From an optimization exercise on the open Yosys and OpenROAD flow, aimed at small area; shortcuts taken in it are not production practice. Only simulation tests tie the RTL to the original design; equivalence was not proved. Power is estimated from default activity; no workload was simulated.

== north ==
==> flow/design.v <==
module fifo
#(
    parameter DATA_WIDTH = 20,
    parameter FIFO_DEPTH = 16,
    parameter ADDR_WIDTH = 4
)
(
    input  wire                  clk,
    input  wire                  rst,
    input  wire                  wr_en,
    input  wire                  rd_en,
    input  wire [DATA_WIDTH-1:0] wr_data,
    output wire [DATA_WIDTH-1:0] rd_data,
    output wire                  full,
    output wire                  empty
);
    reg [DATA_WIDTH-1:0] fifo_mem [0:FIFO_DEPTH-1];
    reg [ADDR_WIDTH:0]   head_idx;
    assign empty = head_idx[ADDR_WIDTH];
    assign full  = (head_idx == FIFO_DEPTH - 1);
    wire push = wr_en && !full;
    wire pop  = rd_en && !empty;
    integer k;
    always @(posedge clk) begin
        if (push) begin
            fifo_mem[0] <= wr_data;
            for (k = 1; k < FIFO_DEPTH; k = k + 1)
                fifo_mem[k] <= fifo_mem[k-1];
        end
    end
    always @(posedge clk or posedge rst) begin
        if (rst)
            head_idx <= {(ADDR_WIDTH+1){1'b1}};
        else if (push && !pop)
            head_idx <= head_idx + 1'b1;
        else if (pop && !push)
            head_idx <= head_idx - 1'b1;
    end
    reg [DATA_WIDTH-1:0] rd_mux;
    always @(*) begin
        rd_mux = {DATA_WIDTH{1'b0}};
        for (k = 0; k < FIFO_DEPTH; k = k + 1)
            rd_mux = rd_mux | (fifo_mem[k] & {DATA_WIDTH{head_idx[ADDR_WIDTH-1:0] == k}});
    end
    assign rd_data = rd_mux;
endmodule
module LIF_neuron
(
    input  wire       clk,
    input  wire       rst,
    input  wire       fire,       
    input  wire       load,       
    input  wire [6:0] load_val,   
    output reg  [6:0] pot_lo,
    output wire [6:0] pot_dec,    
    output wire       pot_zero    
);
    wire [7:0] zero_below;
    assign zero_below[0] = 1'b1;
    genvar k;
    generate
        for (k = 1; k < 8; k = k + 1) begin : g_z
            assign zero_below[k] = zero_below[k-1] & ~pot_lo[k-1];
        end
    endgenerate
    assign pot_dec  = pot_lo ^ zero_below[6:0];
    assign pot_zero = zero_below[7];
    wire keep = ~fire & ~load & ~pot_zero;
    always @(posedge clk or posedge rst) begin
        if (rst)
            pot_lo <= 7'd0;
        else
            pot_lo <= ({7{keep}} & pot_dec) | ({7{load}} & load_val);
    end
endmodule
module snn_core
#(
    parameter N_NEURONS  = 16,
    parameter ID_WIDTH   = 4,
    parameter DATA_WIDTH = 16,
    parameter FIFO_DEPTH = 16,
    parameter FIFO_AW    = 4
)
(
    input  wire                               clk,
    input  wire                               rst,
    input  wire                               ev_valid,
    input  wire [ID_WIDTH+DATA_WIDTH-1:0]     ev_data,
    input  wire                               run,
    output wire                               full,
    output wire                               empty,
    output wire [N_NEURONS-1:0]               spike_out,
    output wire [N_NEURONS*DATA_WIDTH-1:0]    potential
);
    localparam THRESHOLD = 100;
    wire [ID_WIDTH+DATA_WIDTH-1:0] head;
    fifo #(
        .DATA_WIDTH (ID_WIDTH+DATA_WIDTH),
        .FIFO_DEPTH (FIFO_DEPTH),
        .ADDR_WIDTH (FIFO_AW)
    ) u_queue (
        .clk     (clk),
        .rst     (rst),
        .wr_en   (ev_valid),
        .rd_en   (run),
        .wr_data (ev_data),
        .rd_data (head),
        .full    (full),
        .empty   (empty)
    );
    wire                  deliver = run && !empty;
    wire [ID_WIDTH-1:0]   head_id = head[ID_WIDTH+DATA_WIDTH-1:DATA_WIDTH];
    wire [DATA_WIDTH-1:0] head_w  = head[DATA_WIDTH-1:0];
    reg  [ID_WIDTH-1:0]   last_id;
    reg  [8:0]            hi_n;
    reg                   at_thr;
    reg  [ID_WIDTH-1:0]   spk_id;
    reg                   spk_v;
    wire [6:0]            lo     [0:N_NEURONS-1];
    wire [6:0]            dec    [0:N_NEURONS-1];
    wire [N_NEURONS-1:0]  zero;
    wire [N_NEURONS-1:0]  fire;
    wire [N_NEURONS-1:0]  addr;
    reg  [6:0]            sel_dec;
    reg                   sel_zero;
    integer k;
    always @(*) begin
        sel_dec  = 7'd0;
        sel_zero = 1'b0;
        for (k = 0; k < N_NEURONS; k = k + 1) begin
            sel_dec  = sel_dec  | (dec[k] & {7{addr[k]}});
            sel_zero = sel_zero | (zero[k] & addr[k]);
        end
    end
    wire [DATA_WIDTH-1:0] y_raw = head_w + {{9{sel_zero}}, sel_dec};
    wire fire_tgt = |(addr & fire);
    wire y_neg    = (head_w == ~{{9{sel_zero}}, sel_dec});
    wire y_ok     = deliver & ~fire_tgt & ~y_neg;
    wire [DATA_WIDTH-1:0] y = y_raw & {DATA_WIDTH{y_ok}};
    genvar i;
    generate
        for (i = 0; i < N_NEURONS; i = i + 1) begin : g_neuron
            assign addr[i] = deliver && (head_id == i);
            assign fire[i] = at_thr && (last_id == i);
            LIF_neuron u_neuron (
                .clk      (clk),
                .rst      (rst),
                .fire     (fire[i]),
                .load     (addr[i]),
                .load_val (y[6:0]),
                .pot_lo   (lo[i]),
                .pot_dec  (dec[i]),
                .pot_zero (zero[i])
            );
            assign potential[i*DATA_WIDTH +: 7] = lo[i];
            assign potential[i*DATA_WIDTH+7 +: 9] = (last_id == i) ? ~hi_n : 9'd0;
            assign spike_out[i] = spk_v && (spk_id == i);
        end
    endgenerate
    always @(posedge clk or posedge rst) begin
        if (rst) begin
            last_id <= 0;
            hi_n    <= 9'h1ff;
            at_thr  <= 1'b0;
            spk_id  <= 0;
            spk_v   <= 1'b0;
        end else begin
            if (deliver) last_id <= head_id;
            hi_n   <= ~y[15:7];
            at_thr <= (y >= THRESHOLD);
            spk_id <= last_id;
            spk_v  <= at_thr;
        end
    end
endmodule
export LEC_CHECK = 0
export CAP_MARGIN = 20
export CORE_MARGIN = 2
export CORE_UTILIZATION = 60
export CTS_BUF_LIST = sky130_fd_sc_hd__clkbuf_8
export CTS_CLUSTER_DIAMETER = 60
export CTS_CLUSTER_SIZE = 16
export PLACE_DENSITY = 0.75
export SLEW_MARGIN = 20
export BUFFER_PORTS_ARGS = -buffer_cell sky130_fd_sc_hd__buf_1
create_clock -name core_clock -period 10.0 [get_ports {clk}]
standard.sh (not shown) runs the stock make flow with config.mk's settings and CLKGATE_MAP_FILE= SYNTH_SCRIPT=/design/flow/synth_recipe.tcl, a recipe that flattens the netlist after the stock synthesis.
==> flow/flow/run.sh <==
#!/bin/bash
# The standard layout with three changes:
#  - synthesis maps with an area-oriented ABC script (flow/abc_area.script:
#    delay relaxed, then an area remap; no buffering or upsizing in ABC, the
#    resizer buffers later as needed) in place of ORFS's abc_speed.script;
#  - synthesis leaves adders to ABC (no ADDER_MAP_FILE half/full adder cells);
#  - the port buffers are the smallest buffer (buf_1).
# Everything else, the synthesis script included, is the standard flow's own.
set -euo pipefail
W=$(pwd)
cat >> config.mk <<'MK'
export BUFFER_PORTS_ARGS = -buffer_cell sky130_fd_sc_hd__buf_1
export ADDER_MAP_FILE =
MK
rm -rf "$W/synth_scripts"
cp -r "$FLOW_HOME/scripts" "$W/synth_scripts"
cp "$W/flow/abc_area.script" "$W/synth_scripts/abc_speed.script"
SCRIPTS_DIR="$W/synth_scripts" bash standard.sh synth > synth_flow.log 2>&1
bash standard.sh > standard_flow.log 2>&1
==> flow/flow/abc_area.script <==
&get -n
&st
&dch
&nf -R 1000 -C 32
&put
strash
dc2
dch
amap
Modified inputs, south compared to north
--- a/flow/design.v
+++ b/flow/design.v
@@ -135,6 +135,5 @@
     wire [DATA_WIDTH-1:0] y_raw = head_w + {{9{sel_zero}}, sel_dec};
     wire fire_tgt = |(addr & fire);
-    wire y_neg    = (head_w == ~{{9{sel_zero}}, sel_dec});
-    wire y_ok     = deliver & ~fire_tgt & ~y_neg;
+    wire y_ok     = deliver & ~fire_tgt & ~(&y_raw);
     wire [DATA_WIDTH-1:0] y = y_raw & {DATA_WIDTH{y_ok}};
     genvar i;
## What came out
- Compared with north, in south maximum clock frequency now smaller; final-layout fill cell count dropped 1.1%; proportion of layout cells with a drive suffix above 1 saw an increase; initial cell density of the core lower; routed wire length dropped about 7%.
- Sort south and north by combinational power asc -> top: south
- Going from north to south, post-route total power shrank by a few percent.
- south vs. north: fraction of area in clock buffers and inverters decreased 0.26 points; total non-filler cell area in the finished layout essentially unchanged; final instance count without filler cells increased 14; worst vdd rail ir drop decreased about 35%.

-- what the ideal ports hide --
In the flow no input, the clock included, has a driving cell. The finished layouts below were timed again as built, in two steps. Step 1: set_driving_cell puts a clkbuf_16 on clk and a buf_2 on each other input, an assumption about the parent block. Step 2 adds t to the input delays and takes it off the output delays; t is the mean of the earliest and latest rising clock arrival at the registers after step 1. Input paths then give back, and output paths get back, about the clock's delay inside the block. Three values: ideal, step 1, step 2; two values: the first two.
| run | t, ns | setup slack, ns | clock arrival spread, ns | worst register clock-pin slew, ns |
|---|---|---|---|---|
| north | 0.631 | 1.649 / 1.649 / 1.649 | 0.037 / 0.037 | 0.10 / 0.10 |
| south | 0.617 | 0.983 / 0.983 / 0.732 | 0.036 / 0.036 | 0.10 / 0.10 |
After both steps every run listed still meets setup and hold. For south, which loses most, drivers alone change the setup slack by 0.000 ns; drivers and shift together by -0.251 ns.
